What follows belongs to an exercise in optimizing a design on an open flow for small area, a short achievable clock period and few clock cycles per item; a production flow would make more cautious choices.
Function was not checked in any run shown here: the RTL went through the layout flow alone.

**design/flow/standard.sh**
```bash
#!/bin/bash
# synth_recipe.tcl (not shown) runs the flow's synth.tcl, then flattens the netlist and writes it again
# the make line also repeats each setting of config.mk as NAME=value (left out here)
make -C /OpenROAD-flow-scripts/flow DESIGN_CONFIG=/design/flow/config.mk WORK_HOME=/design/flow/orfs CLKGATE_MAP_FILE= SYNTH_SCRIPT=/design/flow/synth_recipe.tcl "${@:-finish}"
```
**design/flow/flow/run.sh**
```bash
#!/bin/bash
set -euo pipefail
bash standard.sh "BUFFER_PORTS_ARGS=-buffer_cell sky130_fd_sc_hd__buf_1" \
  "CTS_ARGS=-sink_clustering_enable -repair_clock_nets -dont_use_dummy_load" \
  SETUP_SLACK_MARGIN=6.0 finish > standard.log 2>&1
```
**design/flow/design.v**
```verilog
module ysyx_divunit (
    input             clk,
    input             rstn,
    input             div_valid,
    input             div_word,
    input             div_sign,
    input             alu_sec,
    input      [63:0] dividend,
    input      [63:0] divisor,
    output            res_rdy,
    output     [63:0] div_res
);
localparam S_IDLE = 3'd0, S_SHIFT = 3'd1, S_ITER = 3'd2, S_NEG = 3'd3, S_DONE = 3'd4;
reg  [2:0]  state;
reg  [63:0] rem;      
reg  [63:0] dn;       
reg  [63:0] quo;      
reg  [5:0]  cnt;      
reg  [5:0]  pa_r, pb_r;   
reg         va_r, na_r;
reg         vb_r, nb_r, sec_r, w_r, cin_r, negq_r, negr_r, done_r;
reg         at_r, bt_r;   
reg  [2:0]  f1, f0;
wire [63:0] a64 = div_word ? {{32{div_sign & dividend[31]}}, dividend[31:0]} : dividend;
wire [63:0] b64 = div_word ? {{32{div_sign & divisor[31]}},  divisor[31:0]}  : divisor;
wire        na  = div_sign & a64[63];
wire        nb  = div_sign & b64[63];
wire [63:0] xa  = a64 ^ {64{na}};    
wire [63:0] xb  = b64 ^ {64{nb}};    
function [14:0] msb64(input [63:0] x);    
    reg [31:0] v1; reg [1*32-1:0] p1;
    reg [15:0] v2; reg [2*16-1:0] p2;
    reg [7:0]  v3; reg [3*8-1:0]  p3;
    reg [3:0]  v4; reg [4*4-1:0]  p4;
    reg [1:0]  v5; reg [5*2-1:0]  p5;
    integer i;
    begin
        for (i = 0; i < 32; i = i + 1) begin
            v1[i] = x[2*i+1] | x[2*i];
            p1[i] = x[2*i+1];
        end
        for (i = 0; i < 16; i = i + 1) begin
            v2[i] = v1[2*i+1] | v1[2*i];
            p2[2*i +: 2] = v1[2*i+1] ? {1'b1, p1[(2*i+1)*1 +: 1]} : {1'b0, p1[(2*i)*1 +: 1]};
        end
        for (i = 0; i < 8; i = i + 1) begin
            v3[i] = v2[2*i+1] | v2[2*i];
            p3[3*i +: 3] = v2[2*i+1] ? {1'b1, p2[(2*i+1)*2 +: 2]} : {1'b0, p2[(2*i)*2 +: 2]};
        end
        for (i = 0; i < 4; i = i + 1) begin
            v4[i] = v3[2*i+1] | v3[2*i];
            p4[4*i +: 4] = v3[2*i+1] ? {1'b1, p3[(2*i+1)*3 +: 3]} : {1'b0, p3[(2*i)*3 +: 3]};
        end
        for (i = 0; i < 2; i = i + 1) begin
            v5[i] = v4[2*i+1] | v4[2*i];
            p5[5*i +: 5] = v4[2*i+1] ? {1'b1, p4[(2*i+1)*4 +: 4]} : {1'b0, p4[(2*i)*4 +: 4]};
        end
        msb64 = {v3, v5[1] | v5[0], v5[1] ? {1'b1, p5[9:5]} : {1'b0, p5[4:0]}};
    end
endfunction
wire [14:0] ma = msb64(xa);
wire [14:0] mb = msb64(xb);
wire [7:0] ab = ma[14:7], bb = mb[14:7];
wire [7:0] ahi;    
genvar gj;
generate
    for (gj = 0; gj < 8; gj = gj + 1) begin : g_ahi
        assign ahi[gj] = |ab[7:gj];
    end
endgenerate
wire       k0e = na ? |(bb[7:1] & ~ahi[6:0]) : |(bb & ~ahi);
wire       bz   = (pb_r == 6'd0) & ~vb_r & ~nb_r;              
wire [6:0] dab  = {1'b0, pa_r} - {1'b0, pb_r};                
wire       k0   = bz | (va_r ? (dab[6] & (~na_r | ~(&dab))) : (~na_r | (pb_r != 6'd0)));
wire [5:0] sdif = va_r ? dab[5:0] + {5'd0, na_r} : 6'd0;
wire        fl = ~nb_r;
wire [5:0]  sh = sdif;
wire [63:0] y0 = quo;
wire [63:0] y1 = sh[0] ? {y0[62:0], {1{fl}}}  : y0;
wire [63:0] y2 = sh[1] ? {y1[61:0], {2{fl}}}  : y1;
wire [63:0] y3 = sh[2] ? {y2[59:0], {4{fl}}}  : y2;
wire [63:0] y4 = sh[3] ? {y3[55:0], {8{fl}}}  : y3;
wire [63:0] y5 = sh[4] ? {y4[47:0], {16{fl}}} : y4;
wire [63:0] y6 = sh[5] ? {y5[31:0], {32{fl}}} : y5;
wire        q;
wire [64:0] sum;
wire        bt = bt_r & ~((state == S_SHIFT) & k0);
add_pfx #(.N(65)) u_add (.a({at_r, rem}), .b({bt, dn}), .ci(cin_r), .s(sum), .co(q));
wire [63:0] t = sum[63:0];
wire        qb = q | (sum[64] & ~at_r);
wire last   = (cnt == 6'd0);
wire s_idle = (state == S_IDLE), s_iter = (state == S_ITER);
wire mvq    = s_iter & last & ~sec_r;                 
wire [63:0] alt = s_idle ? xa : (mvq ? {quo[62:0], qb} : rem);
reg  [2:0] nxt;
always @* begin
    nxt = state;
    case (state)
        S_IDLE:  if (div_valid) nxt = k0e ? S_DONE : S_SHIFT;
        S_SHIFT: nxt = k0 ? S_DONE : S_ITER;
        S_ITER:  if (last) nxt = (negq_r | negr_r) ? S_NEG : S_DONE;
        S_NEG:   nxt = S_DONE;
        default: nxt = S_IDLE;
    endcase
end
wire [5:0] cnt_nxt  = (state == S_SHIFT) ? sdif : cnt - 6'd1;
wire       mvq_nxt  = (nxt == S_ITER) & (cnt_nxt == 6'd0) & ~sec_r;
always @(posedge clk or negedge rstn) begin
    if (!rstn) begin
        state  <= S_IDLE;
        done_r <= 1'b0;
        at_r   <= 1'b0;
        bt_r   <= 1'b0;
    end else begin
        state  <= nxt;
        done_r <= (nxt == S_DONE);
        at_r   <= (nxt == S_SHIFT) | (nxt == S_NEG) | ((nxt == S_ITER) & ~mvq_nxt);
        bt_r   <= (nxt == S_SHIFT) | (nxt == S_NEG);
    end
end
always @(posedge clk) begin
    nb_r   <= nb;
    sec_r  <= alu_sec;
    w_r    <= div_word;
    negq_r <= ~alu_sec & (na ^ nb);
    negr_r <= alu_sec & na;
    na_r   <= na;
    va_r   <= ma[6];
    vb_r   <= mb[6];
    pa_r   <= ma[5:0];
    pb_r   <= mb[5:0];
    dn  <= s_idle ? 64'd0 :
           (state == S_SHIFT) ? (k0 ? {64{1'b1}} : y6) :
           (s_iter & ~last) ? {1'b1, dn[63:1]} : {64{1'b1}};
    quo <= s_idle ? ~xb : (state == S_SHIFT) ? 64'd0 : {quo[62:0], qb};
end
always @(posedge clk) begin
    rem <= q ? t : alt;
    cnt <= cnt_nxt;
    case (state)
        S_IDLE: begin
            cin_r  <= na;
            f1     <= alu_sec ? {~na & ~div_word, ~na, ~na} : 3'b000;
            f0     <= alu_sec ? {na & ~div_word, na, na} : 3'b000;
        end
        S_SHIFT: begin
            cin_r <= ~nb_r;
            if (!k0) begin
                f1 <= 3'b111;
                f0 <= 3'b000;
            end else if (sec_r) begin      
                f1 <= {~na_r & ~w_r, ~na_r, ~na_r};
                f0 <= {na_r & ~w_r, na_r, na_r};
            end else begin                 
                f1 <= {bz & ~na_r & ~w_r, bz & ~na_r, bz};
                f0 <= {bz & ~na_r & ~w_r, bz & ~na_r, bz};
            end
        end
        S_ITER: begin
            if (last) cin_r <= 1'b0;
        end
        S_NEG: begin
            f1 <= 3'b000;
            f0 <= {~w_r, 2'b11};
        end
        default: ;
    endcase
end
genvar gi;
generate
    for (gi = 0; gi < 64; gi = gi + 1) begin : g_out
        localparam integer G = (gi == 0) ? 0 : (gi < 32) ? 1 : 2;
        assign div_res[gi] = rem[gi] ? f1[G] : f0[G];
    end
endgenerate
assign res_rdy = done_r;
endmodule
module add_pfx #(parameter N = 64) (
    input  [N-1:0] a,
    input  [N-1:0] b,
    input          ci,
    output [N-1:0] s,
    output         co
);
localparam M = N + 1;    
reg [M-1:0] g, p, gn, pn;
integer d, i;
always @* begin
    g = {a & b, ci};
    p = {a ^ b, 1'b0};
    for (d = 1; d < M; d = d * 2) begin
        gn = g; pn = p;
        for (i = d; i < M; i = i + 1) begin
            gn[i] = g[i] | (p[i] & g[i-d]);
            pn[i] = p[i] & p[i-d];
        end
        g = gn; p = pn;
    end
end
assign s  = (a ^ b) ^ g[M-2:0];
assign co = g[M-1];
endmodule
```
**design/flow/config.mk**
```make
export PLATFORM = sky130hd
export DESIGN_NAME = ysyx_divunit
export DESIGN_NICKNAME = ysyx_divunit
export VERILOG_FILES = /design/flow/design.v
export SDC_FILE = /design/flow/constraint.sdc
export NUM_CORES = 8
export LEC_CHECK = 0
export CAP_MARGIN = 20
export CORE_MARGIN = 2
export CORE_UTILIZATION = 60
export PLACE_DENSITY = 0.7
export SETUP_SLACK_MARGIN = 5
export SLEW_MARGIN = 20
```
**design/flow/constraint.sdc**
```tcl
create_clock -name core_clock -period 10.0 [get_ports {clk}]
set_input_delay 2.0000 -clock core_clock [delete_from_list [all_inputs] [get_ports {clk}]]
set_output_delay 2.0000 -clock core_clock [all_outputs]
set_load 0.01 [all_outputs]
```
==> results of run 1 <==
cells in the final DEF, fill, tap and decap left out, drive strengths merged, types with 60 or more instances in the layout:
cell type	synthesis	routed
o21ai	255	255
edfxtp	71	71
nor2	188	188
mux2	117	118
inv	63	63
a21oi	270	270
mux2i	233	233
dfxtp	154	154
buf	67	290
nand2	230	233
xnor2	151	151
nand3	60	60
ha	74	74
worst paths after layout:
path                            end  slack (ns)  cells past startpoint
max                         rem[37]        5.78                     18
min                          cnt[0]        0.49                      1
max reg2reg                 rem[37]        5.78                     18
min reg2reg                  cnt[0]        0.49                      1
max in group asynchronous  state[0]        8.35                      1
min in group asynchronous      at_r        1.37                      1
cell type report:
cell class / count / area [µm²] / area share
inverters: 64 / 267 / 0.0103
clock buffers: 27 / 676 / 0.0261
well taps: 461 / 577 / 0.0223
flip-flops and latches: 231 / 5370 / 0.207
multi-input cells: 2235 / 16700 / 0.646
repair buffers: 304 / 2250 / 0.0869
diodes: 2 / 5.00 / 0.000193
repair inverters: 1 / 16.3 / 0.000629
timing repair:
| item | 4_1_cts | 5_1_grt |
|---|---|---|
| resized for setup | 192 | 50 |
| pin swaps | 43 | 20 |
| gates cloned | 25 | 1 |
| endpoints found under the setup margin | 280 | 217 |
| setup buffers | 54 | 13 |
Yosys cell counts, types with 27 or more instances:
| cell type | instances | area (µm²) |
|---|---|---|
| sky130_fd_sc_hd__a21oi_1 | 269 | 1350 |
| sky130_fd_sc_hd__o21ai_0 | 249 | 1250 |
| sky130_fd_sc_hd__mux2i_1 | 233 | 2330 |
| sky130_fd_sc_hd__nand2_1 | 228 | 856 |
| sky130_fd_sc_hd__nor2_1 | 188 | 706 |
| sky130_fd_sc_hd__dfxtp_1 | 154 | 3080 |
| sky130_fd_sc_hd__xnor2_1 | 151 | 1320 |
| sky130_fd_sc_hd__clkbuf_1 | 139 | 522 |
| sky130_fd_sc_hd__mux2_2 | 116 | 1310 |
| sky130_fd_sc_hd__ha_1 | 74 | 926 |
| sky130_fd_sc_hd__edfxtp_1 | 71 | 2130 |
| sky130_fd_sc_hd__inv_1 | 62 | 233 |
| sky130_fd_sc_hd__nand3_1 | 60 | 300 |
| sky130_fd_sc_hd__a211oi_1 | 57 | 428 |
| sky130_fd_sc_hd__nor3_1 | 48 | 240 |
| sky130_fd_sc_hd__a21o_1 | 43 | 323 |
| sky130_fd_sc_hd__buf_2 | 40 | 200 |
| sky130_fd_sc_hd__xor2_1 | 38 | 333 |
| sky130_fd_sc_hd__a221oi_1 | 34 | 298 |
| sky130_fd_sc_hd__o221a_2 | 32 | 360 |
| sky130_fd_sc_hd__nand4_1 | 27 | 169 |
flip-flops by register name, indices dropped and copies added (netlist names), 3 cells and up:
signal / cells
f0: 3
rem: 64
cnt: 6
pa_r: 6
state: 3
dn: 64
pb_r: 6
f1: 3
quo: 64
worst register-to-register path, cell delays in order (launching register included):
cell and delay (ns):
sky130_fd_sc_hd__dfxtp_1 0.33, sky130_fd_sc_hd__inv_1 0.10, sky130_fd_sc_hd__ha_1 0.29, sky130_fd_sc_hd__nor2b_1 0.13, sky130_fd_sc_hd__o21ai_0 0.30, sky130_fd_sc_hd__a21boi_2 0.20
sky130_fd_sc_hd__or4b_4 0.58, sky130_fd_sc_hd__a31oi_4 0.18, sky130_fd_sc_hd__o31ai_4 0.08, sky130_fd_sc_hd__a21oi_2 0.18, sky130_fd_sc_hd__o21a_1 0.21, sky130_fd_sc_hd__ha_4 0.25
sky130_fd_sc_hd__a21oi_4 0.15, sky130_fd_sc_hd__o21ai_4 0.12, sky130_fd_sc_hd__buf_6 0.17, sky130_fd_sc_hd__buf_16 0.16, sky130_fd_sc_hd__buf_16 0.17, sky130_fd_sc_hd__a221oi_4 0.29
sky130_fd_sc_hd__a21oi_1 0.07
logic make-up after synthesis:
family	count (synthesis)	synth area share
compound gates	910	0.265
xor+xnor	189	0.0756
fa+ha+maj	76	0.0441
buf+inv	272	0.0502
flops	231	0.245
mux	352	0.169
simple gates	701	0.151
metal layers:
| metal | track usage | up-vias | wire length (µm) |
|---|---|---|---|
| li1 | - | 10400 | - |
| met3 | 0.0718 | 383 | 9640 |
| met2 | 0.674 | 1701 | 37700 |
| met5 | 0 | - | 12 |
| met1 | 0.594 | 11100 | 35100 |
| met4 | 0.216 | 2 | 5250 |
per-stage QoR:
| stage | cell area [µm²] | hold WS [ns] | util | instances |
|---|---|---|---|---|
| 6_report | 25900 | 0.489 | 0.724 | 3325 |
| 5_1_grt | 25900 | 0.516 | 0.724 | 3323 |
| 4_1_cts | 25500 | 0.482 | 0.713 | 3308 |
| 3_5_place_dp | 22700 | 0.478 | 0.635 | 3202 |
| 3_3_place_gp | 22700 | 0.456 | 0.635 | 3201 |
| 2_1_floorplan | 22100 | 0.440 | - | 2731 |
==> flow_metrics.py, run 1 <==
metrics = {
    "sta": {
        "finalHoldViolCount": 0,
        "timing_worst_slew_pin_value_ns": 1.08,
        "report.final.slew_viol_count": 0,
        "worst_clock_skew_ns": 0.0275,
        "fin_ws_ns": 5.78,
        "final_period_utilization": 0.422,
        "final_period_minus_worst_setup_slack_ns": 4.22,
        "fmaxAchievable_ghz": 0.237,
        "setup-violations-final": 0,
        "rsz0062_at_grt": "true",
        "totalNegativeSetupSlack_ns": 0,
        "maxSlewHeadroom": 0.281,
    },
    "worst_setup_path": {
        "path_cells": "inv_1 > ha_1 > nor2b_1 > o21ai_0 > a21boi_2 > or4b_4 > a31oi_4 > o31ai_4 > a21oi_2 > o21a_1 > ha_4 > a21oi_4 > o21ai_4 > buf_6 > buf_16 > buf_16 > a221oi_4 > a21oi_1",
        "worst_setup_path_start_kind": "register",
        "critical_path_class": "reg2reg",
        "worst-path-buf-inv": 4,
        "critPathCaptureType": "register",
        "r2r_start": "pb_r[1]",
        "cp_data_arrival_time_ns": 4.50,
        "startpoint": "pb_r[1]",
        "crit_required_ns": 10.28,
        "timing.critical_path.max_delay_family": "compound AO/OA/AOI/OAI gates",
        "critPathSlowestCell": "sky130_fd_sc_hd__or4b_4",
        "worst_path_most_repeated_cell": "sky130_fd_sc_hd__buf_16",
        "critPathMaxStageDelay_ns": 0.58,
        "cp_max_fo": 8,
    },
    "floorplan": {
        "chip_width_um": 195,
        "io-pin-count": 199,
        "std_cell_rows": 69,
        "initial_utilization": 0.613,
        "die_area_mm2": 0.0380,
        "die_h_um": 195,
        "fp.coreArea_mm2": 0.0357,
    },
    "clocking": {
        "cts-htree-levels": 1,
        "number_of_hold_repair_buffers_added_at_the_cts_stage": 0,
        "tritoncts_clock_tree": "built",
        "root_cell_of_the_clock_tree": "sky130_fd_sc_hd__clkbuf_16",
        "clock-sinks": 231,
        "worstSkewPairLatency_ns": 0.55,
        "cts_buffers": 27,
        "worst_setup_hold_path_clk_slew_ns": 0.06,
        "cts-root-to-sink-buffers": 3,
    },
    "route": {
        "drt_first_iter_violations": 3226,
        "route.detailed.vias_per_inst": 7.10,
        "antenna_left": 0,
        "post-route-drc-count": 0,
        "detail_route.first_pass.iterations": 6,
        "routed_wire_length_per_instance_um": 26.4,
        "route.final.wire_length_mm": 87.7,
        "num_vias": 23600,
    },
    "grt": {
        "grt_util_all_layers": 0.437,
        "antenna_violations_before_repair": 1,
        "vias_in_the_first_global_route": 22000,
        "grt_first_pass_wirelength_mm": 130,
        "globalRoute.totalOverflow": 0,
        "grt_max_degree": 123,
    },
    "synthesis": {
        "yosys.cell_types.count": 94,
        "dominant_synthesized_flop_cell": "sky130_fd_sc_hd__dfxtp_1",
        "syn_warnings": 2,
        "synth-seq-area-share": 0.245,
        "post_synthesis_net_count": 2941,
        "synth-edff-count": 71,
        "synthCells": 2731,
        "yosys_register_bits": 231,
        "synthesis.area_per_instance_um2": 8.02,
        "syn_area_mm2": 0.0219,
        "asyncSetResetFlopFracSynth": 0.0260,
    },
    "run": {
        "max_cap_violations": 0,
    },
    "finish": {
        "nNetsFinal": 3074,
        "n_fill_cell": 2838,
        "syn2layout_area_growth_pct": 18.2,
        "share_of_layout_cells_above_drive_strength_1": 0.165,
    },
    "placed_design": {
        "replace_congestion": 1.04,
        "io_buffers": 198,
        "detailed_placer_s_ending_hpwl_mm": 60.3,
        "dp_slack_ns": 3.98,
    },
    "min_path": {
        "hold_start": "cnt[0]",
        "hold_class": "reg2reg",
    },
    "status": {
        "outcome": "no timing/DRC/antenna violations",
    },
}
==> run 2, diff against run 1 <==
--- a/design/flow/design.v
+++ b/design/flow/design.v
@@ -183,19 +183,21 @@
     output         co
 );
 localparam M = N + 1;    
-reg [M-1:0] g, p, gn, pn;
+reg [M-1:0] g, p;
 integer d, i;
 always @* begin
     g = {a & b, ci};
     p = {a ^ b, 1'b0};
-    for (d = 1; d < M; d = d * 2) begin
-        gn = g; pn = p;
-        for (i = d; i < M; i = i + 1) begin
-            gn[i] = g[i] | (p[i] & g[i-d]);
-            pn[i] = p[i] & p[i-d];
-        end
-        g = gn; p = pn;
-    end
+    for (d = 1; d < M; d = d * 2)            
+        for (i = 2*d-1; i < M; i = i + 2*d) begin
+            g[i] = g[i] | (p[i] & g[i-d]);
+            p[i] = p[i] & p[i-d];
+        end
+    for (d = 64; d >= 1; d = d / 2)          
+        for (i = 3*d-1; i < M; i = i + 2*d) begin
+            g[i] = g[i] | (p[i] & g[i-d]);
+            p[i] = p[i] & p[i-d];
+        end
 end
 assign s  = (a ^ b) ^ g[M-2:0];
 assign co = g[M-1];
==> flow_metrics.py, run 2 <==
metrics = {
    "synthesis": {
        "post_synth_and_or_nand_nor_area_fraction": 0.164,
        "synth_top_cell_area_share": 0.147,
        "synth_top_family_by_area": "compound AO/OA/AOI/OAI gates",
        "synthesis.area_per_instance_um2": 8.32,
        "fraction_of_synthesized_cell_area_in_xor_and_xnor_cells": 0.0671,
        "yosys_register_bits": 231,
        "synth_fa_ha_area_frac": 0.0761,
        "ys_top_cells_by_count": "285 x sky130_fd_sc_hd__nand2_1, 235 x sky130_fd_sc_hd__mux2i_1, 210 x sky130_fd_sc_hd__o21ai_0",
        "synth-edff-count": 71,
        "synth_compound_area_frac": 0.216,
        "yosys-top-cells-area": "sky130_fd_sc_hd__dfxtp_1 15%, sky130_fd_sc_hd__mux2i_1 11%, sky130_fd_sc_hd__edfxtp_1 10%, sky130_fd_sc_hd__xnor2_1 5.4%, sky130_fd_sc_hd__mux2_2 5.3%",
        "asyncSetResetFlopFracSynth": 0.0260,
        "synth_area_leader_cell": "sky130_fd_sc_hd__dfxtp_1",
        "dominant_synthesized_flop_cell": "sky130_fd_sc_hd__dfxtp_1",
        "leading_cell_type_by_number_of_instances_after_synthesis": "sky130_fd_sc_hd__nand2_1",
        "yosys.cell_types.count": 103,
        "syn_warnings": 2,
        "synth-seq-area-share": 0.256,
        "yosys-mux-area-fraction": 0.169,
        "syn_area_mm2": 0.0209,
        "synthCells": 2518,
        "post_synthesis_net_count": 2759,
    },
    "finish": {
        "share_of_layout_cells_above_drive_strength_1": 0.177,
        "finalNonFillerCells": 3163,
        "layout.cells.most_common": "sky130_fd_sc_hd__nand2_1",
        "antenna_cells": 0,
        "design_area_mm2": 0.0255,
        "syn2layout_area_growth_pct": 21.6,
        "layout_top_registers": "dn (64), quo (64), rem (64)",
        "nNetsFinal": 2951,
        "most_used_cells_in_the_layout_excluding_fill_and_tap_cells": "275 x sky130_fd_sc_hd__nand2_1, 231 x sky130_fd_sc_hd__mux2i_1, 185 x sky130_fd_sc_hd__o21ai_0, 178 x sky130_fd_sc_hd__buf_1, 163 x sky130_fd_sc_hd__nor2_1",
    },
    "worst_setup_path": {
        "crit_required_ns": 10.39,
        "worst_setup_path_start_kind": "register",
        "cp_data_arrival_time_ns": 4.66,
        "critical_path_class": "reg2reg",
        "startpoint": "pb_r[2]",
        "critPathCaptureType": "register",
        "cp_max_fo": 7,
        "r2r_start": "pb_r[2]",
        "timing.reg2reg.setup_slack_ns": 5.73,
    },
    "placed_design": {
        "place_area_mm2": 0.0218,
        "detailed_placer_s_ending_hpwl_mm": 56.9,
        "dp_slack_ns": 4.15,
        "numPlacedInstances": 3008,
        "replace_congestion": 1.01,
        "io_buffers": 198,
    },
    "floorplan": {
        "chip_width_um": 191,
        "die_h_um": 191,
        "io-pin-count": 199,
        "fp.coreArea_mm2": 0.0345,
        "die_area_mm2": 0.0364,
        "initial_utilization": 0.608,
        "std_cell_rows": 68,
    },
    "clocking": {
        "number_of_hold_repair_buffers_added_at_the_cts_stage": 0,
        "cts-root-to-sink-buffers": 3,
        "cts_buffers": 27,
        "cts-htree-levels": 1,
        "worstSkewPairLatency_ns": 0.55,
        "worst_setup_hold_path_clk_slew_ns": 0.06,
        "tritoncts_clock_tree": "built",
        "root_cell_of_the_clock_tree": "sky130_fd_sc_hd__clkbuf_16",
        "clock-sinks": 231,
    },
    "run": {
        "max_cap_violations": 1,
    },
    "grt": {
        "grt_max_degree": 93,
        "groute.layer.met2.usage": 0.663,
        "met1_usage": 0.608,
        "grt_first_pass_wirelength_mm": 122,
        "globalRoute.totalOverflow": 0,
        "vias_in_the_first_global_route": 19900,
        "grt_util_all_layers": 0.439,
        "met3_usage": 0.0815,
        "antenna_violations_before_repair": 1,
        "grt_most_used_layer": "met2",
    },
    "sta": {
        "fin_hold_ws_ns": 0.483,
        "maxSlewHeadroom": -0.0549,
        "final_period_utilization": 0.427,
        "finalHoldViolCount": 0,
        "rsz0062_at_grt": "true",
        "worst_clock_skew_ns": 0.0215,
        "setup-violations-final": 0,
        "fin_ws_ns": 5.73,
        "report.final.slew_viol_count": 9,
        "final_period_minus_worst_setup_slack_ns": 4.27,
        "timing_worst_slew_pin_value_ns": 1.58,
        "fmaxAchievable_ghz": 0.234,
        "totalNegativeSetupSlack_ns": 0,
    },
    "route": {
        "antenna_left": 0,
        "route.final.wire_length_mm": 86.3,
        "detail_route.first_pass.iterations": 8,
        "post-route-drc-count": 0,
        "num_vias": 22200,
        "route.detailed.vias_per_inst": 7.03,
        "routed_wire_length_per_instance_um": 27.3,
        "drt_first_iter_violations": 2949,
    },
    "status": {
        "violations": "max-capacitance violations, max-slew violations",
        "outcome": "complete, but fails checks",
    },
    "min_path": {
        "hold_class": "reg2reg",
        "hold_start": "quo[59]",
    },
}
==> run 2: cell types whose count changed after synthesis, moves of 17 or more <==
cell / before / now
sky130_fd_sc_hd__a21o_1: 43 / 24
sky130_fd_sc_hd__o221a_2: 32 / 2
sky130_fd_sc_hd__o211ai_1: 19 / 44
sky130_fd_sc_hd__a21oi_1: 269 / 134
sky130_fd_sc_hd__nand2_1: 228 / 285
sky130_fd_sc_hd__a221oi_1: 34 / 12
sky130_fd_sc_hd__o21ai_0: 249 / 210
sky130_fd_sc_hd__clkbuf_1: 139 / 105
sky130_fd_sc_hd__a211oi_1: 57 / 29
sky130_fd_sc_hd__o221a_1: 1 / 18
sky130_fd_sc_hd__xnor2_1: 151 / 128
sky130_fd_sc_hd__mux2_2: 116 / 99
sky130_fd_sc_hd__fa_1: 2 / 34
==> run 2: area by class of cell <==
class	instances	area, µm²
clock buffer	27	676
fill	2550	8990
inverter	76	309
multi-input combinational	2039	15700
sequential	231	5370
tap	455	569
timing repair buffer	335	2840
==> run 2: worst max-delay path, stage by stage, from the launching register on <==
cell and delay (ns):
sky130_fd_sc_hd__dfxtp_1 0.34, sky130_fd_sc_hd__inv_2 0.07, sky130_fd_sc_hd__ha_4 0.24, sky130_fd_sc_hd__o21a_1 0.22, sky130_fd_sc_hd__o31ai_4 0.06, sky130_fd_sc_hd__or4b_1 0.45
sky130_fd_sc_hd__o311a_1 0.17, sky130_fd_sc_hd__o41ai_2 0.44, sky130_fd_sc_hd__a32o_2 0.29, sky130_fd_sc_hd__nor2_4 0.06, sky130_fd_sc_hd__nor2b_4 0.19, sky130_fd_sc_hd__ha_4 0.25
sky130_fd_sc_hd__nand2_4 0.09, sky130_fd_sc_hd__nor2_4 0.04, sky130_fd_sc_hd__a211oi_4 0.28, sky130_fd_sc_hd__buf_6 0.21, sky130_fd_sc_hd__buf_12 0.13, sky130_fd_sc_hd__buf_16 0.17
sky130_fd_sc_hd__o211ai_1 0.24, sky130_fd_sc_hd__o21ai_1 0.16
==> run 2: worst paths after layout <==
check                      depth (start not counted)       end
setup / recovery                                  19   rem[28]
hold / removal                                     2   quo[60]
setup reg to reg                                  19   rem[28]
hold reg to reg                                    2   quo[60]
max in group asynchronous                          1  state[1]
min in group asynchronous                          1    done_r
==> run 2: through the flow <==
| step | utilization |
|---|---|
| after floorplan | - |
| after global placement | 0.632 |
| after detailed placement | 0.632 |
| after CTS | 0.701 |
| after global routing | 0.739 |
| final | 0.739 |
==> run 2: cells by family after synthesis <==
logic type | after synthesis
XOR/XNOR | 159
buffers and inverters | 260
AND/OR/NAND/NOR | 733
AO/OA/AOI/OAI | 687
adder cells (fa/ha/maj) | 107
flip-flops | 231
multiplexers | 341
==> run 2: repair_timing <==
item,4_1_cts,5_1_grt
setup buffers,41,46
setup endpoints to repair,273,241
pin swaps,35,47
resized for setup,170,154
cloned,26,15
==> run 2: metal layers <==
metal | share of wire | wire (µm) | vias up
met3 | 0.12 | 10300 | 339
li1 | - | - | 9622
met1 | 0.39 | 33600 | 10600
met4 | 0.063 | 5400 | 2
met5 | 0.00014 | 12 | -
met2 | 0.43 | 37000 | 1685
==> run 3, diff against run 2 <==
--- a/design/flow/design.v
+++ b/design/flow/design.v
@@ -21,12 +21,12 @@
 reg         vb_r, nb_r, sec_r, w_r, cin_r, negq_r, negr_r, done_r;
 reg         at_r, bt_r;   
 reg  [2:0]  f1, f0;
-wire [63:0] a64 = div_word ? {{32{div_sign & dividend[31]}}, dividend[31:0]} : dividend;
-wire [63:0] b64 = div_word ? {{32{div_sign & divisor[31]}},  divisor[31:0]}  : divisor;
-wire        na  = div_sign & a64[63];
-wire        nb  = div_sign & b64[63];
-wire [63:0] xa  = a64 ^ {64{na}};    
-wire [63:0] xb  = b64 ^ {64{nb}};    
+wire        na  = div_sign & (div_word ? dividend[31] : dividend[63]);
+wire        nb  = div_sign & (div_word ? divisor[31]  : divisor[63]);
+wire [63:0] xa  = {{32{~div_word}} & (dividend[63:32] ^ {32{div_sign & dividend[63]}}),
+                   dividend[31:0] ^ {32{na}}};
+wire [63:0] xb  = {{32{~div_word}} & (divisor[63:32]  ^ {32{div_sign & divisor[63]}}),
+                   divisor[31:0]  ^ {32{nb}}};
 function [14:0] msb64(input [63:0] x);    
     reg [31:0] v1; reg [1*32-1:0] p1;
     reg [15:0] v2; reg [2*16-1:0] p2;
@@ -188,16 +188,12 @@
 always @* begin
     g = {a & b, ci};
     p = {a ^ b, 1'b0};
-    for (d = 1; d < M; d = d * 2)            
-        for (i = 2*d-1; i < M; i = i + 2*d) begin
-            g[i] = g[i] | (p[i] & g[i-d]);
-            p[i] = p[i] & p[i-d];
-        end
-    for (d = 64; d >= 1; d = d / 2)          
-        for (i = 3*d-1; i < M; i = i + 2*d) begin
-            g[i] = g[i] | (p[i] & g[i-d]);
-            p[i] = p[i] & p[i-d];
-        end
+    for (d = 1; d < M; d = d * 2)
+        for (i = M-1; i >= 0; i = i - 1)
+            if ((i / d) % 2 == 1) begin
+                g[i] = g[i] | (p[i] & g[(i/d)*d - 1]);
+                p[i] = p[i] & p[(i/d)*d - 1];
+            end
 end
 assign s  = (a ^ b) ^ g[M-2:0];
 assign co = g[M-1];
==> flow_metrics.py, run 3 <==
metrics = {
    "synthesis": {
        "fraction_of_synthesized_cell_area_in_xor_and_xnor_cells": 0.0761,
        "post_synth_and_or_nand_nor_area_fraction": 0.141,
        "syn_warnings": 2,
        "synth_compound_area_frac": 0.214,
        "yosys-mux-area-fraction": 0.215,
        "synth_top_family_by_area": "multiplexers",
        "synth_fa_ha_area_frac": 0.0510,
        "synth_top_cell_area_share": 0.146,
        "yosys_register_bits": 231,
        "dominant_synthesized_flop_cell": "sky130_fd_sc_hd__dfxtp_1",
        "synth-seq-area-share": 0.255,
        "post_synthesis_net_count": 2699,
        "synth_area_leader_cell": "sky130_fd_sc_hd__dfxtp_1",
        "syn_area_mm2": 0.0211,
        "asyncSetResetFlopFracSynth": 0.0260,
        "synthesis.area_per_instance_um2": 8.48,
        "leading_cell_type_by_number_of_instances_after_synthesis": "sky130_fd_sc_hd__mux2i_1",
        "yosys.cell_types.count": 89,
        "synth-edff-count": 71,
        "ys_top_cells_by_count": "283 x sky130_fd_sc_hd__mux2i_1, 216 x sky130_fd_sc_hd__a21oi_1, 186 x sky130_fd_sc_hd__nand2_1",
        "synthCells": 2484,
        "yosys-top-cells-area": "sky130_fd_sc_hd__dfxtp_1 15%, sky130_fd_sc_hd__mux2i_1 13%, sky130_fd_sc_hd__edfxtp_1 10%, sky130_fd_sc_hd__xnor2_1 6.4%, sky130_fd_sc_hd__mux2_2 6.2%",
    },
    "floorplan": {
        "std_cell_rows": 68,
        "initial_utilization": 0.610,
        "chip_width_um": 191,
        "die_h_um": 191,
        "io-pin-count": 199,
        "die_area_mm2": 0.0366,
        "fp.coreArea_mm2": 0.0345,
    },
    "route": {
        "post-route-drc-count": 0,
        "route.detailed.vias_per_inst": 6.85,
        "routed_wire_length_per_instance_um": 25.2,
        "route.final.wire_length_mm": 78.2,
        "antenna_left": 0,
        "detail_route.first_pass.iterations": 8,
        "num_vias": 21300,
        "drt_first_iter_violations": 2640,
    },
    "sta": {
        "setup-violations-final": 0,
        "finalHoldViolCount": 0,
        "totalNegativeSetupSlack_ns": 0,
        "fmaxAchievable_ghz": 0.244,
        "final_period_minus_worst_setup_slack_ns": 4.10,
        "report.final.slew_viol_count": 0,
        "final_period_utilization": 0.410,
        "maxSlewHeadroom": 0.263,
        "rsz0062_at_grt": "true",
        "worst_clock_skew_ns": 0.0481,
        "timing_worst_slew_pin_value_ns": 1.11,
    },
    "worst_setup_path": {
        "path_cells": "clkbuf_4 > clkbuf_16 > a2111o_1 > o22ai_4 > a31oi_2 > nor3_4 > inv_2 > nor2_1 > a21oi_1 > a31oi_2 > buf_4 > a221oi_4 > nor3_1",
        "timing.reg2reg.setup_slack_ns": 5.92,
        "cp_max_fo": 13,
        "critPathMaxStageDelay_ns": 0.42,
        "crit_required_ns": 10.46,
        "critPathCaptureType": "register",
        "critical_path_class": "in2reg",
        "worst_setup_path_start_kind": "input port",
        "worst_path_most_repeated_cell": "sky130_fd_sc_hd__a31oi_2",
        "critPathSlowestCell": "sky130_fd_sc_hd__a2111o_1",
        "cp_data_arrival_time_ns": 4.56,
    },
    "finish": {
        "layout_top_registers": "dn (64), quo (64), rem (64)",
        "syn2layout_area_growth_pct": 16.7,
        "most_used_cells_in_the_layout_excluding_fill_and_tap_cells": "277 x sky130_fd_sc_hd__mux2i_1, 210 x sky130_fd_sc_hd__a21oi_1, 193 x sky130_fd_sc_hd__buf_1, 176 x sky130_fd_sc_hd__nand2_1, 169 x sky130_fd_sc_hd__o21ai_0",
        "nNetsFinal": 2867,
        "layout.cells.most_common": "sky130_fd_sc_hd__mux2i_1",
        "share_of_layout_cells_above_drive_strength_1": 0.165,
        "fin_util": 0.712,
        "antenna_cells": 0,
    },
    "grt": {
        "globalRoute.totalOverflow": 0,
        "grt_util_all_layers": 0.399,
        "grt_first_pass_wirelength_mm": 113,
        "antenna_violations_before_repair": 0,
        "grt_max_degree": 122,
        "vias_in_the_first_global_route": 19200,
    },
    "clocking": {
        "root_cell_of_the_clock_tree": "sky130_fd_sc_hd__clkbuf_16",
        "clock-sinks": 231,
        "worst_setup_hold_path_clk_slew_ns": 0.06,
        "number_of_hold_repair_buffers_added_at_the_cts_stage": 0,
        "tritoncts_clock_tree": "built",
        "cts-root-to-sink-buffers": 3,
        "worstSkewPairLatency_ns": 0.55,
        "cts-htree-levels": 1,
        "cts_buffers": 26,
    },
    "run": {
        "max_cap_violations": 0,
    },
    "placed_design": {
        "io_buffers": 198,
        "detailed_placer_s_ending_hpwl_mm": 54.5,
        "replace_congestion": 0.988,
    },
    "status": {
        "outcome": "no timing/DRC/antenna violations",
    },
    "min_path": {
        "hold_class": "reg2reg",
    },
}
[run 3: area by class of cell]
type                       instances  area [µm²]
multi-input combinational       2005       15500
fill                            2747        9960
sequential                       231        5370
timing repair buffer             308        2140
clock buffer                      26         651
tap                              455         569
inverter                          79         307
timing repair inverter             1        5.00
[run 3: through the flow]
stage                     hold slack, ns  setup slack (ns)  instance area, µm²  std cells
after floorplan                    0.443              5.89               21200       2484
final                              0.483              5.90               24600       3105
after global routing               0.506              5.86               24600       3105
after CTS                          0.477              5.92               23600       3057
after detailed placement           0.472              3.96               22100       2991
after global placement             0.468              4.25               22000       2990
[run 3: per-layer routing]
| metal | wire (µm) | global-route usage | vias to the layer above |
|---|---|---|---|
| met3 | 7540 | 0.0534 | 227 |
| met5 | 0 | 0 | - |
| met4 | 3710 | 0.150 | 0 |
| li1 | - | - | 9589 |
| met2 | 34700 | 0.626 | 1291 |
| met1 | 32200 | 0.558 | 10200 |
[run 3: repair_timing]
item	CTS	global route
cloned	10	8
setup endpoints to repair	237	229
buffers inserted	30	40
pin swaps	20	31
gates resized for setup	86	93
[run 3: path summary, 6_finish.rpt]
| check | from | end | cells after the start |
|---|---|---|---|
| setup / recovery | div_sign | state[2] | 13 |
| setup reg to reg | dn[12] | rem[0] | 14 |
| hold / removal | quo[57] | quo[58] | 2 |
| hold reg to reg | quo[57] | quo[58] | 2 |
| max in group asynchronous | rstn | bt_r | 1 |
| min in group asynchronous | rstn | state[0] | 1 |
[run 3: cell families after synthesis]
| logic type | Yosys count |
|---|---|
| xor gates and xnor gates | 178 |
| DFF | 231 |
| adders and majority gates | 81 |
| and+or+nand+nor | 622 |
| muxes | 418 |
| buffers and inverters | 251 |
| AOI/OAI and AO/OA | 703 |
[run 3: worst max-delay path, delay by kind of cell]
family	cells	cell delay [ns]
AO/OA/AOI/OAI	6	1.26
buffers and inverters	4	0.68
AND/OR/NAND/NOR	3	0.60
==> run 4, diff against run 3 <==
--- a/design/flow/design.v
+++ b/design/flow/design.v
@@ -21,45 +21,39 @@
 reg         vb_r, nb_r, sec_r, w_r, cin_r, negq_r, negr_r, done_r;
 reg         at_r, bt_r;   
 reg  [2:0]  f1, f0;
-wire        na  = div_sign & (div_word ? dividend[31] : dividend[63]);
-wire        nb  = div_sign & (div_word ? divisor[31]  : divisor[63]);
-wire [63:0] xa  = {{32{~div_word}} & (dividend[63:32] ^ {32{div_sign & dividend[63]}}),
-                   dividend[31:0] ^ {32{na}}};
-wire [63:0] xb  = {{32{~div_word}} & (divisor[63:32]  ^ {32{div_sign & divisor[63]}}),
-                   divisor[31:0]  ^ {32{nb}}};
-function [14:0] msb64(input [63:0] x);    
-    reg [31:0] v1; reg [1*32-1:0] p1;
-    reg [15:0] v2; reg [2*16-1:0] p2;
-    reg [7:0]  v3; reg [3*8-1:0]  p3;
-    reg [3:0]  v4; reg [4*4-1:0]  p4;
-    reg [1:0]  v5; reg [5*2-1:0]  p5;
-    integer i;
+wire [63:0] a64 = div_word ? {{32{div_sign & dividend[31]}}, dividend[31:0]} : dividend;
+wire [63:0] b64 = div_word ? {{32{div_sign & divisor[31]}},  divisor[31:0]}  : divisor;
+wire        na  = div_sign & a64[63];
+wire        nb  = div_sign & b64[63];
+wire [63:0] xa  = a64 ^ {64{na}};    
+wire [63:0] xb  = b64 ^ {64{nb}};    
+function [3:0] msb8(input [7:0] x);
     begin
-        for (i = 0; i < 32; i = i + 1) begin
-            v1[i] = x[2*i+1] | x[2*i];
-            p1[i] = x[2*i+1];
-        end
-        for (i = 0; i < 16; i = i + 1) begin
-            v2[i] = v1[2*i+1] | v1[2*i];
-            p2[2*i +: 2] = v1[2*i+1] ? {1'b1, p1[(2*i+1)*1 +: 1]} : {1'b0, p1[(2*i)*1 +: 1]};
-        end
-        for (i = 0; i < 8; i = i + 1) begin
-            v3[i] = v2[2*i+1] | v2[2*i];
-            p3[3*i +: 3] = v2[2*i+1] ? {1'b1, p2[(2*i+1)*2 +: 2]} : {1'b0, p2[(2*i)*2 +: 2]};
-        end
-        for (i = 0; i < 4; i = i + 1) begin
-            v4[i] = v3[2*i+1] | v3[2*i];
-            p4[4*i +: 4] = v3[2*i+1] ? {1'b1, p3[(2*i+1)*3 +: 3]} : {1'b0, p3[(2*i)*3 +: 3]};
-        end
-        for (i = 0; i < 2; i = i + 1) begin
-            v5[i] = v4[2*i+1] | v4[2*i];
-            p5[5*i +: 5] = v4[2*i+1] ? {1'b1, p4[(2*i+1)*4 +: 4]} : {1'b0, p4[(2*i)*4 +: 4]};
-        end
-        msb64 = {v3, v5[1] | v5[0], v5[1] ? {1'b1, p5[9:5]} : {1'b0, p5[4:0]}};
+        msb8[3]   = |x;
+        msb8[2:0] = x[7] ? 3'd7 : x[6] ? 3'd6 : x[5] ? 3'd5 : x[4] ? 3'd4 :
+                    x[3] ? 3'd3 : x[2] ? 3'd2 : x[1] ? 3'd1 : 3'd0;
     end
 endfunction
-wire [14:0] ma = msb64(xa);
-wire [14:0] mb = msb64(xb);
+function [14:0] lead64(input [63:0] x, input s, input hz);
+    reg [7:0] nz;
+    reg [23:0] ps;
+    reg [3:0] m1, m0, t;
+    reg [2:0] pos;
+    integer j;
+    begin
+        for (j = 0; j < 8; j = j + 1) begin
+            m1 = msb8(x[8*j +: 8]);
+            m0 = msb8(~x[8*j +: 8]);
+            nz[j] = ((j >= 4) & hz) ? 1'b0 : (s ? m0[3] : m1[3]);
+            ps[3*j +: 3] = s ? m0[2:0] : m1[2:0];
+        end
+        t   = msb8(nz);
+        pos = ps[3*t[2:0] +: 3];
+        lead64 = {nz, t[3], t[2:0], pos};
+    end
+endfunction
+wire [14:0] ma = lead64(dividend, na, div_word);
+wire [14:0] mb = lead64(divisor, nb, div_word);
 wire [7:0] ab = ma[14:7], bb = mb[14:7];
 wire [7:0] ahi;    
 genvar gj;
@@ -119,16 +113,6 @@
     end
 end
 always @(posedge clk) begin
-    nb_r   <= nb;
-    sec_r  <= alu_sec;
-    w_r    <= div_word;
-    negq_r <= ~alu_sec & (na ^ nb);
-    negr_r <= alu_sec & na;
-    na_r   <= na;
-    va_r   <= ma[6];
-    vb_r   <= mb[6];
-    pa_r   <= ma[5:0];
-    pb_r   <= mb[5:0];
     dn  <= s_idle ? 64'd0 :
            (state == S_SHIFT) ? (k0 ? {64{1'b1}} : y6) :
            (s_iter & ~last) ? {1'b1, dn[63:1]} : {64{1'b1}};
@@ -139,7 +123,17 @@
     cnt <= cnt_nxt;
     case (state)
         S_IDLE: begin
+            nb_r   <= nb;
+            sec_r  <= alu_sec;
+            w_r    <= div_word;
             cin_r  <= na;
+            negq_r <= ~alu_sec & (na ^ nb);
+            negr_r <= alu_sec & na;
+            na_r   <= na;
+            va_r   <= ma[6];
+            vb_r   <= mb[6];
+            pa_r   <= ma[5:0];
+            pb_r   <= mb[6] ? mb[5:0] : 6'd0;
             f1     <= alu_sec ? {~na & ~div_word, ~na, ~na} : 3'b000;
             f0     <= alu_sec ? {na & ~div_word, na, na} : 3'b000;
         end
==> design/flow/flow/run.sh (replaced) <==
#!/bin/bash
set -euo pipefail
bash standard.sh "BUFFER_PORTS_ARGS=-buffer_cell sky130_fd_sc_hd__buf_1" \
  "CTS_ARGS=-sink_clustering_enable -repair_clock_nets -dont_use_dummy_load" \
  SETUP_SLACK_MARGIN=5.75 finish > standard.log 2>&1
--- a/design/flow/config.mk
+++ b/design/flow/config.mk
@@ -7,7 +7,7 @@
 export LEC_CHECK = 0
 export CAP_MARGIN = 20
 export CORE_MARGIN = 2
-export CORE_UTILIZATION = 60
-export PLACE_DENSITY = 0.7
+export CORE_UTILIZATION = 50
+export PLACE_DENSITY = 0.6
 export SETUP_SLACK_MARGIN = 5
 export SLEW_MARGIN = 20
==> flow_metrics.py, run 4 <==
metrics = {
    "clocking": {
        "root_cell_of_the_clock_tree": "sky130_fd_sc_hd__clkbuf_16",
        "worstSkewPairLatency_ns": 0.57,
        "cts-root-to-sink-buffers": 3,
        "cts_buffers": 28,
        "worst_setup_hold_path_clk_slew_ns": 0.06,
        "tritoncts_clock_tree": "built",
        "number_of_hold_repair_buffers_added_at_the_cts_stage": 0,
        "clock-sinks": 231,
        "cts-htree-levels": 1,
    },
    "grt": {
        "grt_first_pass_wirelength_mm": 115,
        "grt_max_degree": 97,
        "globalRoute.totalOverflow": 0,
        "grt_util_all_layers": 0.344,
        "vias_in_the_first_global_route": 18500,
        "antenna_violations_before_repair": 2,
    },
    "worst_setup_path": {
        "timing.reg2reg.setup_slack_ns": 5.75,
        "critPathCaptureType": "register",
        "critical_path_class": "reg2reg",
        "crit_required_ns": 10.45,
        "worst_r2r_path_depth": 11,
        "worst_setup_path_start_kind": "register",
        "r2r_start": "pb_r[0]",
        "r2r_end": "dn[51]",
        "cp_max_fo": 37,
        "cp_data_arrival_time_ns": 4.70,
    },
    "route": {
        "routed_wire_length_per_instance_um": 25.9,
        "detail_route.first_pass.iterations": 6,
        "antenna_left": 0,
        "post-route-drc-count": 0,
        "route.final.wire_length_mm": 80.2,
        "num_vias": 19900,
        "route.detailed.vias_per_inst": 6.42,
        "drt_first_iter_violations": 1980,
    },
    "finish": {
        "multi_input_area_mm2": 0.0153,
        "fin_util": 0.573,
        "layout.cells.most_common": "sky130_fd_sc_hd__mux2i_1",
        "design_area_mm2": 0.0241,
        "antenna_cells": 0,
        "share_of_layout_cells_above_drive_strength_1": 0.143,
        "syn2layout_area_growth_pct": 12.8,
        "layout_top_registers": "dn (64), quo (64), rem (64)",
        "nNetsFinal": 2776,
        "most_used_cells_in_the_layout_excluding_fill_and_tap_cells": "383 x sky130_fd_sc_hd__mux2i_1, 223 x sky130_fd_sc_hd__nand2_1, 183 x sky130_fd_sc_hd__buf_1, 159 x sky130_fd_sc_hd__nor2_1, 149 x sky130_fd_sc_hd__o21ai_0",
        "n_fill_cell": 3933,
        "area_taken_by_flip_flops_and_latches_mm2": 0.00557,
    },
    "floorplan": {
        "fp.coreArea_mm2": 0.0420,
        "io-pin-count": 199,
        "std_cell_rows": 75,
        "chip_width_um": 211,
        "die_area_mm2": 0.0444,
        "initial_utilization": 0.508,
        "die_h_um": 211,
    },
    "synthesis": {
        "yosys-top-cells-area": "sky130_fd_sc_hd__mux2i_1 18%, sky130_fd_sc_hd__edfxtp_1 13%, sky130_fd_sc_hd__dfxtp_1 13%, sky130_fd_sc_hd__xnor2_1 5.1%, sky130_fd_sc_hd__ha_1 4.3%",
        "yosys_register_bits": 231,
        "synth-edff-count": 91,
        "asyncSetResetFlopFracSynth": 0.0260,
        "synth_top_cell_area_share": 0.181,
        "synthesis.area_per_instance_um2": 8.75,
        "yosys.cell_types.count": 97,
        "post_synthesis_net_count": 2655,
        "synth_area_leader_cell": "sky130_fd_sc_hd__mux2i_1",
        "syn_warnings": 2,
        "synth-seq-area-share": 0.261,
        "synthCells": 2440,
        "dominant_synthesized_flop_cell": "sky130_fd_sc_hd__dfxtp_1",
        "syn_area_mm2": 0.0214,
        "ys_top_cells_by_count": "387 x sky130_fd_sc_hd__mux2i_1, 232 x sky130_fd_sc_hd__nand2_1, 161 x sky130_fd_sc_hd__nor2_1",
        "leading_cell_type_by_number_of_instances_after_synthesis": "sky130_fd_sc_hd__mux2i_1",
    },
    "min_path": {
        "hold_class": "reg2reg",
        "timing.hold.worst_endpoint": "quo[39]",
        "hold_start": "quo[38]",
        "min_path_cells": 2,
    },
    "sta": {
        "final_period_utilization": 0.425,
        "worst_clock_skew_ns": 0.0221,
        "fmaxAchievable_ghz": 0.235,
        "finalHoldViolCount": 0,
        "setup-violations-final": 0,
        "timing_worst_slew_pin_value_ns": 1.37,
        "final_period_minus_worst_setup_slack_ns": 4.25,
        "rsz0062_at_grt": "true",
        "report.final.slew_viol_count": 0,
        "maxSlewHeadroom": 0.0818,
        "totalNegativeSetupSlack_ns": 0,
        "fin_ws_ns": 5.75,
    },
    "placed_design": {
        "io_buffers": 198,
        "place_area_mm2": 0.0222,
        "replace_congestion": 1.02,
        "dp_slack_ns": 3.90,
        "detailed_placer_s_ending_hpwl_mm": 58.8,
    },
    "status": {
        "outcome": "no timing/DRC/antenna violations",
    },
    "run": {
        "max_cap_violations": 0,
    },
}
-- run 4: changes by cell type after synthesis, sizes merged, moves of 20 or more --
cell	previous run	this run
mux2	119	91
edfxtp	71	91
xor2	21	52
mux2i	283	387
o221a	29	58
xnor2	154	124
a21oi	218	127
dfxtp	154	134
nand2	186	233
-- run 4: worst max-delay path, cell delays in order, from the launching register on --
cell and delay (ns):
sky130_fd_sc_hd__edfxtp_1 0.42, sky130_fd_sc_hd__ha_1 0.22, sky130_fd_sc_hd__inv_1 0.07, sky130_fd_sc_hd__fa_2 0.46, sky130_fd_sc_hd__ha_2 0.20, sky130_fd_sc_hd__or2_2 0.31, sky130_fd_sc_hd__nand3_4 0.46, sky130_fd_sc_hd__a21boi_1 0.49
sky130_fd_sc_hd__mux2_2 0.39, sky130_fd_sc_hd__mux2i_1 0.59, sky130_fd_sc_hd__mux2i_1 0.21, sky130_fd_sc_hd__o221a_2 0.29
-- run 4: how the worst max path moves through the flow --
stage                       from       to  depth (start not counted)
floorplan            divisor[29]  pb_r[1]                         11
global placement    dividend[63]  pa_r[0]                          9
detailed placement  dividend[63]  pa_r[0]                          9
CTS                      pa_r[0]  rem[45]                         17
global route             pb_r[0]   dn[51]                         11
finish                   pb_r[0]   dn[51]                         11
-- run 4: cell families after synthesis --
group,count (synthesis),share of synthesized area
mux,483,0.235
buf+inv,255,0.0532
simple gates,618,0.134
flops,231,0.261
xor+xnor,177,0.0732
fa+ha+maj,81,0.0503
compound gates,595,0.194
-- run 4: routing by layer --
metal | up-vias | wire, µm | global-route usage | share of wire
li1 | 9323 | - | - | -
met1 | 9446 | 34500 | 0.470 | 0.43
met2 | 909 | 35200 | 0.533 | 0.44
met3 | 214 | 6310 | 0.0467 | 0.079
met4 | 2 | 4180 | 0.170 | 0.052
met5 | - | 13 | 0 | 0.00016
-- run 4: cell type report --
type,count,share of cell area
Timing Repair Buffer,262,0.0615
Inverter,73,0.0130
Timing Repair inverter,2,0.000727
Sequential cell,231,0.231
Multi-Input combinational cell,1963,0.637
Clock buffer,28,0.0291
Tap cell,539,0.0280
-- run 4: through the flow --
step | hold WS (ns) | cells
6_report | 0.473 | 3098
5_1_grt | 0.501 | 3098
4_1_cts | 0.476 | 3070
3_5_place_dp | 0.473 | 3011
3_3_place_gp | 0.465 | 3011
2_1_floorplan | 0.443 | 2440
-- run 4: timing repair --
item	4_1_cts	5_1_grt
resized for setup	55	61
cloned	13	5
setup buffers	18	23
endpoints found under the setup margin	191	166
pin swaps	9	25

[re-timing with driven ports]
Ports are ideal in the flow. The routed layouts listed here were re-timed in OpenROAD.
Step 1 assumes that a clkbuf_16 drives the clock port and a buf_2 every other input.
Step 2 times the ports against the registers' clock, not the clock port: input delays grow and output delays shrink by t, the midpoint of the rising clock arrivals with the driver on.
a / b / c = ideal / step 1 / step 2; a / b = the first two.
| run | t (ns) | setup slack, ns | worst setup path at the end | clock arrival spread, ns | worst slew at a driven data input, ns |
|---|---|---|---|---|---|
| run 1 | 0.599 | 5.782 / 5.782 / 5.420 | input to register | 0.027 / 0.028 | 0.06 |
| run 2 | 0.593 | 5.733 / 5.733 / 5.350 | input to register | 0.022 / 0.021 | 0.06 |
| run 3 | 0.582 | 5.900 / 5.921 / 5.352 | input to register | 0.049 / 0.049 | 0.07 |
| run 4 | 0.620 | 5.751 / 5.751 / 5.175 | input to register | 0.022 / 0.022 | 0.07 |
For run 4, which loses most, drivers alone change the setup slack by 0.000 ns; drivers and shift together by -0.576 ns.
